This design comes from an exercise in tuning for small area and a short achievable clock period on the open sky130 flow, not from production work. RTL that was checked went through simulation tests only; none was proved equivalent to the original. Power figures rest on the tool's default switching activity, not on a simulated workload.

==> v8: inputs <==
// simd_alu_top
module simd_alu_top (
    input  logic         clk,
    input  logic         rst,
    input  logic         overwriteFlags,
    input  logic [2:0]   pcWrEn,
    input  logic [2:0]   ExecuteOp,
    input  logic [127:0] vect1,
    input  logic [127:0] vect2,
    output logic [127:0] vectOut,
    output logic         pcWrEnOut
);
    localparam NQ = 136;
    logic            overwriteFlags_q;
    logic [2:0]      pcWrEn_q;
    logic [4*NQ-1:0] q_d, q_q;
    logic [3:0]      a31_q;
    logic [127:0]    vectOut_d;
    genvar i;
    generate for (i = 0; i < 4; i = i + 1) begin : lane
        alu_pre alu_pre (
            .a(vect1[32*i +: 32]), .b(vect2[32*i +: 32]), .op(ExecuteOp),
            .q(q_d[NQ*i +: NQ])
        );
    end endgenerate
    always_ff @(posedge clk) begin
        overwriteFlags_q <= overwriteFlags;
        pcWrEn_q         <= {pcWrEn == 3'b100, pcWrEn == 3'b010, pcWrEn == 3'b001};
  ...
export LEC_CHECK = 0
export CAP_MARGIN = 20
export CELL_PAD_IN_SITES_DETAIL_PLACEMENT = 2
export CELL_PAD_IN_SITES_GLOBAL_PLACEMENT = 4
export CORE_MARGIN = 2
export CORE_UTILIZATION = 30
export SLEW_MARGIN = 20
create_clock -name core_clock -period 12.0 [get_ports {clk}]
standard.sh (not shown) runs the stock make flow with config.mk's settings and CLKGATE_MAP_FILE= SYNTH_SCRIPT=/design/flow/synth_recipe.tcl, a recipe that flattens the netlist after the stock synthesis.
==> flow/flow/run.sh <==
#!/bin/bash
# Standard layout, with one netlist clean-up between synthesis and floorplan:
# flow/fixinv.py removes the inverters that Yosys's full-adder extraction
# leaves between full adders (a full adder is self-dual, so flipping the
# polarity of some adders cancels them). Registers are not touched.
# Every port is buffered as in the standard flow, with the library's smallest
# buffer (buf_1) rather than buffer_ports' default pick.
# Timing repair aims at a setup slack of $MARGIN ns at the design's clock.
set -euo pipefail
MARGIN=7.0
RES=orfs/results/$FLOW_PLATFORM/simd_alu_top/base
bash standard.sh synth > synth.log 2>&1
python3 flow/fixinv.py $RES/1_2_yosys.v $RES/1_2_yosys.fixinv.v > fixinv.log 2>&1
cp $RES/1_2_yosys.v $RES/1_2_yosys.orig.v
mv $RES/1_2_yosys.fixinv.v $RES/1_2_yosys.v
rm -f $RES/1_synth.odb $RES/1_synth.sdc
bash standard.sh SETUP_SLACK_MARGIN=$MARGIN "BUFFER_PORTS_ARGS=-buffer_cell sky130_fd_sc_hd__buf_1" finish > layout.log 2>&1
Other scripts of this flow, unchanged in this note and not shown: flow/flow/fixinv.py
==> inputs of v36, as changes to v8 <==
--- a/flow/flow/run.sh
+++ b/flow/flow/run.sh
@@ -7,7 +7,7 @@
 # buffer (buf_1) rather than buffer_ports' default pick.
 # Timing repair aims at a setup slack of $MARGIN ns at the design's clock.
 set -euo pipefail
-MARGIN=7.0
+MARGIN=6.5
 RES=orfs/results/$FLOW_PLATFORM/simd_alu_top/base
 bash standard.sh synth > synth.log 2>&1
 python3 flow/fixinv.py $RES/1_2_yosys.v $RES/1_2_yosys.fixinv.v > fixinv.log 2>&1
- CELL_PAD_IN_SITES_DETAIL_PLACEMENT: 2 -> 1
- CELL_PAD_IN_SITES_GLOBAL_PLACEMENT: 4 -> 2
- CORE_UTILIZATION: 30 -> 45
==> comparison table <==
quantity                                                               v36                       v8
Run status                                         complete, no violations  complete, no violations
Tapcell count                                                         2355                     3552
Vertical die dimension                                              428 um                   523 um
Overall die width                                                   428 um                   523 um
IR Drop Worst-Case VDD                                          0.000444 V               0.000247 V
Worst r2r path cells                                                    16                       13
Non-Clock Buffer Count                                                 880                     1261
Standard-cell row count                                                155                      190
Routed wirelength normalized by instance count                     32.8 um                  35.4 um
Comb_multi_in                                                         6484                     6492
Setup WS post-layout                                               6.44 ns                  6.54 ns
CP max-delay cell                                    sky130_fd_sc_hd__fa_1    sky130_fd_sc_hd__fa_2
Slack of the worst reg-to-reg path                                 6.65 ns                  7.16 ns
Seq power                                                          3.25 mW                  3.27 mW
Largest net degree at the start of global routing                      134                       92
Data arrival at the endpoint of the critical path                  6.26 ns                  6.24 ns
Cell total after placement                                           10741                    11962
Met1 Resource Use GR                                                 49.6%                    43.4%
Antenna cells                                                           35                       20
Transition time of the tightest slew-check pin                     1.10 ns                  1.28 ns
Placed standard-cell area                                       0.0851 mm2               0.0871 mm2
HPWL Detailed                                                       245 mm                   296 mm
Function was not checked in any run of this note: the RTL went through the layout flow alone.

========
==> build 94: inputs <==
Another version of the RTL of simd_alu_top (not shown whole).
==> flow/config.mk <==
export PLATFORM = sky130hd
export DESIGN_NAME = simd_alu_top
export DESIGN_NICKNAME = simd_alu_top
export VERILOG_FILES = /design/flow/design.v
export SDC_FILE = /design/flow/constraint.sdc
export NUM_CORES = 4
export LEC_CHECK = 0
export CAP_MARGIN = 20
export CELL_PAD_IN_SITES_DETAIL_PLACEMENT = 2
export CELL_PAD_IN_SITES_GLOBAL_PLACEMENT = 4
export CORE_MARGIN = 2
export CORE_UTILIZATION = 55
export SETUP_SLACK_MARGIN = 5
export SLEW_MARGIN = 20
==> flow/constraint.sdc <==
create_clock -name core_clock -period 12.0 [get_ports {clk}]
set_input_delay 2.4000 -clock core_clock [delete_from_list [all_inputs] [get_ports {clk}]]
set_output_delay 2.4000 -clock core_clock [all_outputs]
set_load 0.01 [all_outputs]
run.sh (not shown) runs the stock make flow with config.mk's settings and CLKGATE_MAP_FILE= SYNTH_SCRIPT=/design/flow/synth_recipe.tcl, a recipe that flattens the netlist after the stock synthesis.
Stock flow here: none of the scripts above is used.
==> inputs of trial 75, as changes to build 94 <==
--- a/flow/design.v
+++ b/flow/design.v
@@ -11,18 +11,15 @@
         if (reset)       dataOut <= '0;
         else if (enable) dataOut <= dataIn;
     end
 endmodule
 module booth_enc (
     input  logic [31:0] b,
-    input  logic [2:0]  op,
-    output logic [15:0] one, two, neg,
-    output logic [31:0] bq
+    input  logic        is_mul,
+    output logic [15:0] one, two, neg
 );
-    wire is_mul = op == 3'd4;
-    assign bq = is_mul ? 32'd0 : op == 3'd3 ? ~b : op == 3'd7 ? 32'd4 : b;
     wire [31:0] bm = is_mul ? b : 32'd1;
     wire [32:0] bx = {bm, 1'b0};
     genvar j;
     generate for (j = 0; j < 16; j = j + 1) begin : enc
         wire b1 = bx[2*j+2], b0 = bx[2*j+1], bl = bx[2*j];
         assign one[j] = b0 ^ bl;
@@ -33,13 +30,13 @@
 module alu (
     input  logic [31:0] a, b,
     input  logic [15:0] one, two, neg,
     input  logic en_mul, en_add, en_xor, en_shr, en_shl, sub, inc,
     output logic [31:0] result
 );
-    wire [31:0] bb = b;
+    wire [31:0] bb = inc ? 32'd4 : ({32{en_add}} & (b ^ {32{sub}}));
     wire cin = sub;
     wire [32:0] ax = {a, 1'b0};
     wire [31:0] pp0 = (({32{one[0]}} & ax[32:1]) | ({32{two[0]}} & ax[31:0])) ^ {32{neg[0]}};
     wire [29:0] pp1 = (({30{one[1]}} & ax[30:1]) | ({30{two[1]}} & ax[29:0])) ^ {30{neg[1]}};
     wire [27:0] pp2 = (({28{one[2]}} & ax[28:1]) | ({28{two[2]}} & ax[27:0])) ^ {28{neg[2]}};
     wire [25:0] pp3 = (({26{one[3]}} & ax[26:1]) | ({26{two[3]}} & ax[25:0])) ^ {26{neg[3]}};
@@ -54,24 +51,24 @@
     wire [7:0] pp12 = (({8{one[12]}} & ax[8:1]) | ({8{two[12]}} & ax[7:0])) ^ {8{neg[12]}};
     wire [5:0] pp13 = (({6{one[13]}} & ax[6:1]) | ({6{two[13]}} & ax[5:0])) ^ {6{neg[13]}};
     wire [3:0] pp14 = (({4{one[14]}} & ax[4:1]) | ({4{two[14]}} & ax[3:0])) ^ {4{neg[14]}};
     wire [1:0] pp15 = (({2{one[15]}} & ax[2:1]) | ({2{two[15]}} & ax[1:0])) ^ {2{neg[15]}};
     logic [31:0] ms, mc;
     wire fs0, fc0;
-    assign fs0 = bb[0] ^ cin ^ neg[0];
-    assign fc0 = (bb[0] & cin) | (neg[0] & (bb[0] | cin));
+    assign fs0 = neg[0] ^ bb[0] ^ cin;
+    assign fc0 = (neg[0] & bb[0]) | (cin & (neg[0] | bb[0]));
     assign ms[0] = pp0[0];
     assign mc[0] = fs0;
     wire hs1, hc1;
-    assign hs1 = bb[1] ^ fc0;
-    assign hc1 = bb[1] & fc0;
-    assign ms[1] = pp0[1];
+    assign hs1 = bb[1] ^ pp0[1];
+    assign hc1 = bb[1] & pp0[1];
+    assign ms[1] = fc0;
     assign mc[1] = hs1;
     wire fs2, fc2;
-    assign fs2 = bb[2] ^ neg[1] ^ pp0[2];
-    assign fc2 = (bb[2] & neg[1]) | (pp0[2] & (bb[2] | neg[1]));
+    assign fs2 = neg[1] ^ bb[2] ^ pp0[2];
+    assign fc2 = (neg[1] & bb[2]) | (pp0[2] & (neg[1] | bb[2]));
     wire hs3, hc3;
     assign hs3 = pp1[0] ^ hc1;
     assign hc3 = pp1[0] & hc1;
     assign ms[2] = fs2;
     assign mc[2] = hs3;
     wire fs4, fc4;
@@ -80,14 +77,14 @@
     wire hs5, hc5;
     assign hs5 = fc2 ^ fs4;
     assign hc5 = fc2 & fs4;
     assign ms[3] = hc3;
     assign mc[3] = hs5;
     wire fs6, fc6;
-    assign fs6 = bb[4] ^ neg[2] ^ pp0[4];
-    assign fc6 = (bb[4] & neg[2]) | (pp0[4] & (bb[4] | neg[2]));
+    assign fs6 = neg[2] ^ bb[4] ^ pp0[4];
+    assign fc6 = (neg[2] & bb[4]) | (pp0[4] & (neg[2] | bb[4]));
     wire fs7, fc7;
     assign fs7 = pp1[2] ^ pp2[0] ^ fc4;
     assign fc7 = (pp1[2] & pp2[0]) | (fc4 & (pp1[2] | pp2[0]));
     wire hs8, hc8;
     assign hs8 = fs6 ^ hc5;
     assign hc8 = fs6 & hc5;
@@ -102,14 +99,14 @@
     wire hs11, hc11;
     assign hs11 = fc7 ^ fs10;
     assign hc11 = fc7 & fs10;
     assign ms[5] = hc8;
     assign mc[5] = hs11;
     wire fs12, fc12;
-    assign fs12 = bb[6] ^ neg[3] ^ pp0[6];
-    assign fc12 = (bb[6] & neg[3]) | (pp0[6] & (bb[6] | neg[3]));
+    assign fs12 = neg[3] ^ bb[6] ^ pp0[6];
+    assign fc12 = (neg[3] & bb[6]) | (pp0[6] & (neg[3] | bb[6]));
     wire fs13, fc13;
     assign fs13 = pp1[4] ^ pp2[2] ^ pp3[0];
     assign fc13 = (pp1[4] & pp2[2]) | (pp3[0] & (pp1[4] | pp2[2]));
     wire fs14, fc14;
     assign fs14 = fc9 ^ fs12 ^ fs13;
     assign fc14 = (fc9 & fs12) | (fs13 & (fc9 | fs12));
@@ -130,14 +127,14 @@
     wire hs19, hc19;
     assign hs19 = fs17 ^ hc15;
     assign hc19 = fs17 & hc15;
     assign ms[7] = fs18;
     assign mc[7] = hs19;
     wire fs20, fc20;
-    assign fs20 = bb[8] ^ neg[4] ^ pp0[8];
-    assign fc20 = (bb[8] & neg[4]) | (pp0[8] & (bb[8] | neg[4]));
+    assign fs20 = neg[4] ^ bb[8] ^ pp0[8];
+    assign fc20 = (neg[4] & bb[8]) | (pp0[8] & (neg[4] | bb[8]));
     wire fs21, fc21;
     assign fs21 = pp1[6] ^ pp2[4] ^ pp3[2];
     assign fc21 = (pp1[6] & pp2[4]) | (pp3[2] & (pp1[6] | pp2[4]));
     wire fs22, fc22;
     assign fs22 = pp4[0] ^ fc16 ^ fs20;
     assign fc22 = (pp4[0] & fc16) | (fs20 & (pp4[0] | fc16));
@@ -164,14 +161,14 @@
     wire hs29, hc29;
     assign hs29 = fc23 ^ fs28;
     assign hc29 = fc23 & fs28;
     assign ms[9] = hc24;
     assign mc[9] = hs29;
     wire fs30, fc30;
-    assign fs30 = bb[10] ^ neg[5] ^ pp0[10];
-    assign fc30 = (bb[10] & neg[5]) | (pp0[10] & (bb[10] | neg[5]));
+    assign fs30 = neg[5] ^ bb[10] ^ pp0[10];
+    assign fc30 = (neg[5] & bb[10]) | (pp0[10] & (neg[5] | bb[10]));
     wire fs31, fc31;
     assign fs31 = pp1[8] ^ pp2[6] ^ pp3[4];
     assign fc31 = (pp1[8] & pp2[6]) | (pp3[4] & (pp1[8] | pp2[6]));
     wire fs32, fc32;
     assign fs32 = pp4[2] ^ pp5[0] ^ fc25;
     assign fc32 = (pp4[2] & pp5[0]) | (fc25 & (pp4[2] | pp5[0]));
@@ -204,14 +201,14 @@
     wire hs41, hc41;
     assign hs41 = fc34 ^ hc35;
     assign hc41 = fc34 & hc35;
     assign ms[11] = fs40;
     assign mc[11] = hs41;
     wire fs42, fc42;
-    assign fs42 = bb[12] ^ neg[6] ^ pp0[12];
-    assign fc42 = (bb[12] & neg[6]) | (pp0[12] & (bb[12] | neg[6]));
+    assign fs42 = neg[6] ^ bb[12] ^ pp0[12];
+    assign fc42 = (neg[6] & bb[12]) | (pp0[12] & (neg[6] | bb[12]));
     wire fs43, fc43;
     assign fs43 = pp1[10] ^ pp2[8] ^ pp3[6];
     assign fc43 = (pp1[10] & pp2[8]) | (pp3[6] & (pp1[10] | pp2[8]));
     wire fs44, fc44;
     assign fs44 = pp4[4] ^ pp5[2] ^ pp6[0];
     assign fc44 = (pp4[4] & pp5[2]) | (pp6[0] & (pp4[4] | pp5[2]));
@@ -250,14 +247,14 @@
     wire hs55, hc55;
     assign hs55 = fc47 ^ fs54;
     assign hc55 = fc47 & fs54;
     assign ms[13] = hc48;
     assign mc[13] = hs55;
     wire fs56, fc56;
-    assign fs56 = bb[14] ^ neg[7] ^ pp0[14];
-    assign fc56 = (bb[14] & neg[7]) | (pp0[14] & (bb[14] | neg[7]));
+    assign fs56 = neg[7] ^ bb[14] ^ pp0[14];
+    assign fc56 = (neg[7] & bb[14]) | (pp0[14] & (neg[7] | bb[14]));
     wire fs57, fc57;
     assign fs57 = pp1[12] ^ pp2[10] ^ pp3[8];
     assign fc57 = (pp1[12] & pp2[10]) | (pp3[8] & (pp1[12] | pp2[10]));
     wire fs58, fc58;
     assign fs58 = pp4[6] ^ pp5[4] ^ pp6[2];
     assign fc58 = (pp4[6] & pp5[4]) | (pp6[2] & (pp4[6] | pp5[4]));
@@ -302,14 +299,14 @@
     wire hs71, hc71;
     assign hs71 = fc62 ^ fs70;
     assign hc71 = fc62 & fs70;
     assign ms[15] = hc63;
     assign mc[15] = hs71;
     wire fs72, fc72;
-    assign fs72 = bb[16] ^ neg[8] ^ pp0[16];
-    assign fc72 = (bb[16] & neg[8]) | (pp0[16] & (bb[16] | neg[8]));
+    assign fs72 = neg[8] ^ bb[16] ^ pp0[16];
+    assign fc72 = (neg[8] & bb[16]) | (pp0[16] & (neg[8] | bb[16]));
     wire fs73, fc73;
     assign fs73 = pp1[14] ^ pp2[12] ^ pp3[10];
     assign fc73 = (pp1[14] & pp2[12]) | (pp3[10] & (pp1[14] | pp2[12]));
     wire fs74, fc74;
     assign fs74 = pp4[8] ^ pp5[6] ^ pp6[4];
     assign fc74 = (pp4[8] & pp5[6]) | (pp6[4] & (pp4[8] | pp5[6]));
@@ -360,14 +357,14 @@
     wire hs89, hc89;
     assign hs89 = fc79 ^ fs88;
     assign hc89 = fc79 & fs88;
     assign ms[17] = hc80;
     assign mc[17] = hs89;
     wire fs90, fc90;
-    assign fs90 = bb[18] ^ neg[9] ^ pp0[18];
-    assign fc90 = (bb[18] & neg[9]) | (pp0[18] & (bb[18] | neg[9]));
+    assign fs90 = neg[9] ^ bb[18] ^ pp0[18];
+    assign fc90 = (neg[9] & bb[18]) | (pp0[18] & (neg[9] | bb[18]));
     wire fs91, fc91;
     assign fs91 = pp1[16] ^ pp2[14] ^ pp3[12];
     assign fc91 = (pp1[16] & pp2[14]) | (pp3[12] & (pp1[16] | pp2[14]));
     wire fs92, fc92;
     assign fs92 = pp4[10] ^ pp5[8] ^ pp6[6];
     assign fc92 = (pp4[10] & pp5[8]) | (pp6[6] & (pp4[10] | pp5[8]));
@@ -424,14 +421,14 @@
     wire hs109, hc109;
     assign hs109 = fc98 ^ fs108;
     assign hc109 = fc98 & fs108;
     assign ms[19] = hc99;
     assign mc[19] = hs109;
     wire fs110, fc110;
-    assign fs110 = bb[20] ^ neg[10] ^ pp0[20];
-    assign fc110 = (bb[20] & neg[10]) | (pp0[20] & (bb[20] | neg[10]));
+    assign fs110 = neg[10] ^ bb[20] ^ pp0[20];
+    assign fc110 = (neg[10] & bb[20]) | (pp0[20] & (neg[10] | bb[20]));
     wire fs111, fc111;
     assign fs111 = pp10[0] ^ pp1[18] ^ pp2[16];
     assign fc111 = (pp10[0] & pp1[18]) | (pp2[16] & (pp10[0] | pp1[18]));
     wire fs112, fc112;
     assign fs112 = pp3[14] ^ pp4[12] ^ pp5[10];
     assign fc112 = (pp3[14] & pp4[12]) | (pp5[10] & (pp3[14] | pp4[12]));
@@ -494,14 +491,14 @@
     wire hs131, hc131;
     assign hs131 = fc119 ^ fs130;
     assign hc131 = fc119 & fs130;
     assign ms[21] = hc120;
     assign mc[21] = hs131;
     wire fs132, fc132;
-    assign fs132 = bb[22] ^ neg[11] ^ pp0[22];
-    assign fc132 = (bb[22] & neg[11]) | (pp0[22] & (bb[22] | neg[11]));
+    assign fs132 = neg[11] ^ bb[22] ^ pp0[22];
+    assign fc132 = (neg[11] & bb[22]) | (pp0[22] & (neg[11] | bb[22]));
     wire fs133, fc133;
     assign fs133 = pp10[2] ^ pp11[0] ^ pp1[20];
     assign fc133 = (pp10[2] & pp11[0]) | (pp1[20] & (pp10[2] | pp11[0]));
     wire fs134, fc134;
     assign fs134 = pp2[18] ^ pp3[16] ^ pp4[14];
     assign fc134 = (pp2[18] & pp3[16]) | (pp4[14] & (pp2[18] | pp3[16]));
@@ -570,14 +567,14 @@
     wire hs155, hc155;
     assign hs155 = fc142 ^ fs154;
     assign hc155 = fc142 & fs154;
     assign ms[23] = hc143;
     assign mc[23] = hs155;
     wire fs156, fc156;
-    assign fs156 = bb[24] ^ neg[12] ^ pp0[24];
-    assign fc156 = (bb[24] & neg[12]) | (pp0[24] & (bb[24] | neg[12]));
+    assign fs156 = neg[12] ^ bb[24] ^ pp0[24];
+    assign fc156 = (neg[12] & bb[24]) | (pp0[24] & (neg[12] | bb[24]));
     wire fs157, fc157;
     assign fs157 = pp10[4] ^ pp11[2] ^ pp12[0];
     assign fc157 = (pp10[4] & pp11[2]) | (pp12[0] & (pp10[4] | pp11[2]));
     wire fs158, fc158;
     assign fs158 = pp1[22] ^ pp2[20] ^ pp3[18];
     assign fc158 = (pp1[22] & pp2[20]) | (pp3[18] & (pp1[22] | pp2[20]));
@@ -652,14 +649,14 @@
     wire hs181, hc181;
     assign hs181 = fc167 ^ fs180;
     assign hc181 = fc167 & fs180;
     assign ms[25] = hc168;
     assign mc[25] = hs181;
     wire fs182, fc182;
-    assign fs182 = bb[26] ^ neg[13] ^ pp0[26];
-    assign fc182 = (bb[26] & neg[13]) | (pp0[26] & (bb[26] | neg[13]));
+    assign fs182 = neg[13] ^ bb[26] ^ pp0[26];
+    assign fc182 = (neg[13] & bb[26]) | (pp0[26] & (neg[13] | bb[26]));
     wire fs183, fc183;
     assign fs183 = pp10[6] ^ pp11[4] ^ pp12[2];
     assign fc183 = (pp10[6] & pp11[4]) | (pp12[2] & (pp10[6] | pp11[4]));
     wire fs184, fc184;
     assign fs184 = pp13[0] ^ pp1[24] ^ pp2[22];
     assign fc184 = (pp13[0] & pp1[24]) | (pp2[22] & (pp13[0] | pp1[24]));
@@ -740,14 +737,14 @@
     wire hs209, hc209;
     assign hs209 = fc194 ^ fs208;
     assign hc209 = fc194 & fs208;
     assign ms[27] = hc195;
     assign mc[27] = hs209;
     wire fs210, fc210;
-    assign fs210 = bb[28] ^ neg[14] ^ pp0[28];
-    assign fc210 = (bb[28] & neg[14]) | (pp0[28] & (bb[28] | neg[14]));
+    assign fs210 = neg[14] ^ bb[28] ^ pp0[28];
+    assign fc210 = (neg[14] & bb[28]) | (pp0[28] & (neg[14] | bb[28]));
     wire fs211, fc211;
     assign fs211 = pp10[8] ^ pp11[6] ^ pp12[4];
     assign fc211 = (pp10[8] & pp11[6]) | (pp12[4] & (pp10[8] | pp11[6]));
     wire fs212, fc212;
     assign fs212 = pp13[2] ^ pp14[0] ^ pp1[26];
     assign fc212 = (pp13[2] & pp14[0]) | (pp1[26] & (pp13[2] | pp14[0]));
@@ -834,14 +831,14 @@
     wire hs239, hc239;
     assign hs239 = fc223 ^ fs238;
     assign hc239 = fc223 & fs238;
     assign ms[29] = hc224;
     assign mc[29] = hs239;
     wire fs240, fc240;
-    assign fs240 = bb[30] ^ neg[15] ^ pp0[30];
-    assign fc240 = (bb[30] & neg[15]) | (pp0[30] & (bb[30] | neg[15]));
+    assign fs240 = neg[15] ^ bb[30] ^ pp0[30];
+    assign fc240 = (neg[15] & bb[30]) | (pp0[30] & (neg[15] | bb[30]));
     wire fs241, fc241;
     assign fs241 = pp10[10] ^ pp11[8] ^ pp12[6];
     assign fc241 = (pp10[10] & pp11[8]) | (pp12[6] & (pp10[10] | pp11[8]));
     wire fs242, fc242;
     assign fs242 = pp13[4] ^ pp14[2] ^ pp15[0];
     assign fc242 = (pp13[4] & pp14[2]) | (pp15[0] & (pp13[4] | pp14[2]));
@@ -1156,22 +1153,21 @@
     output logic [127:0] vectOut,
     output logic         pcWrEnOut
 );
     logic         ow_q;
     logic         en_mul, en_add, en_xor, en_shr, en_shl, sub, inc;
     logic         selNZ, selZ, selN;
-    logic [127:0] vect1_q, vect2_q, vectOut_d, bq_d;
+    logic [127:0] vect1_q, vect2_q, vectOut_d;
     logic [63:0]  one_d, two_d, neg_d, one_q, two_q, neg_q;
     logic [3:0]   a31_q;
     logic         pend;
     genvar i;
     generate for (i = 0; i < 4; i = i + 1) begin : enc
         booth_enc booth_enc (
-            .b(vect2[32*i +: 32]), .op(ExecuteOp),
-            .one(one_d[16*i +: 16]), .two(two_d[16*i +: 16]), .neg(neg_d[16*i +: 16]),
-            .bq(bq_d[32*i +: 32])
+            .b(vect2[32*i +: 32]), .is_mul(ExecuteOp == 3'd4),
+            .one(one_d[16*i +: 16]), .two(two_d[16*i +: 16]), .neg(neg_d[16*i +: 16])
         );
     end endgenerate
     always_ff @(posedge clk) begin
         ow_q    <= overwriteFlags;
         en_mul  <= ExecuteOp == 3'd4;
         en_add  <= ExecuteOp == 3'd2 || ExecuteOp == 3'd3 || ExecuteOp == 3'd7;
@@ -1181,13 +1177,13 @@
         sub     <= ExecuteOp == 3'd3;
         inc     <= ExecuteOp == 3'd7;
         selNZ   <= pcWrEn == 3'b100;
         selZ    <= pcWrEn == 3'b010;
         selN    <= pcWrEn == 3'b001;
         vect1_q <= vect1;
-        vect2_q <= bq_d;
+        vect2_q <= vect2;
         one_q   <= one_d;
         two_q   <= two_d;
         neg_q   <= neg_d;
         vectOut <= vectOut_d;
         a31_q   <= {vect1_q[127], vect1_q[95], vect1_q[63], vect1_q[31]};
     end
CORE_UTILIZATION = 30   (was 55)
==> notes <==
Trial 75 passed the timing, design-rule and antenna checks. Build 94 died in global placement without I/O (3_1_place_gp_skip_io).
Against trial 75, the synthesized cell count of build 94 is higher by about 4.7%.
Of trial 75 and build 94, build 94 has the higher synthesized area (gap about 1.8%, measured against build 94).
Function not checked in build 94: the RTL went through the layout flow alone.

==> afterwards: timing with drivers on the ports <==
The flow's constraints put no driver on any port. The routed layouts listed below were extracted and timed again, unchanged, in two steps. Step 1 (the two cells are an assumption about what drives the block):
set clk [get_ports {clk}]
set_driving_cell -lib_cell sky130_fd_sc_hd__clkbuf_16 $clk
set_driving_cell -lib_cell sky130_fd_sc_hd__buf_2 [delete_from_list [all_inputs] $clk]
Step 2 also shifts input and output timing later by t, the mid clock arrival at the registers, as if the neighbouring blocks saw the same clock. Three values: ideal ports, drivers, drivers and shift; two values: the first two.
run	t, ns	slack for setup (ns)	latest minus earliest clock arrival (ns)	worst register clock-pin slew, ns	pins driven straight from the clock port
v8	0.956	6.540 / 6.331 / 5.375	0.110 / 0.110	0.07 / 0.07	1
v36	0.855	6.438 / 6.195 / 5.340	0.063 / 0.062	0.08 / 0.08	1
trial 75	0.873	5.068 / 4.964 / 5.194	0.053 / 0.053	0.07 / 0.07	1
After both steps every run listed still meets setup and hold. The setup slack of v8, which loses most, moves by -0.209 ns with the drivers and by -1.165 ns with both steps.
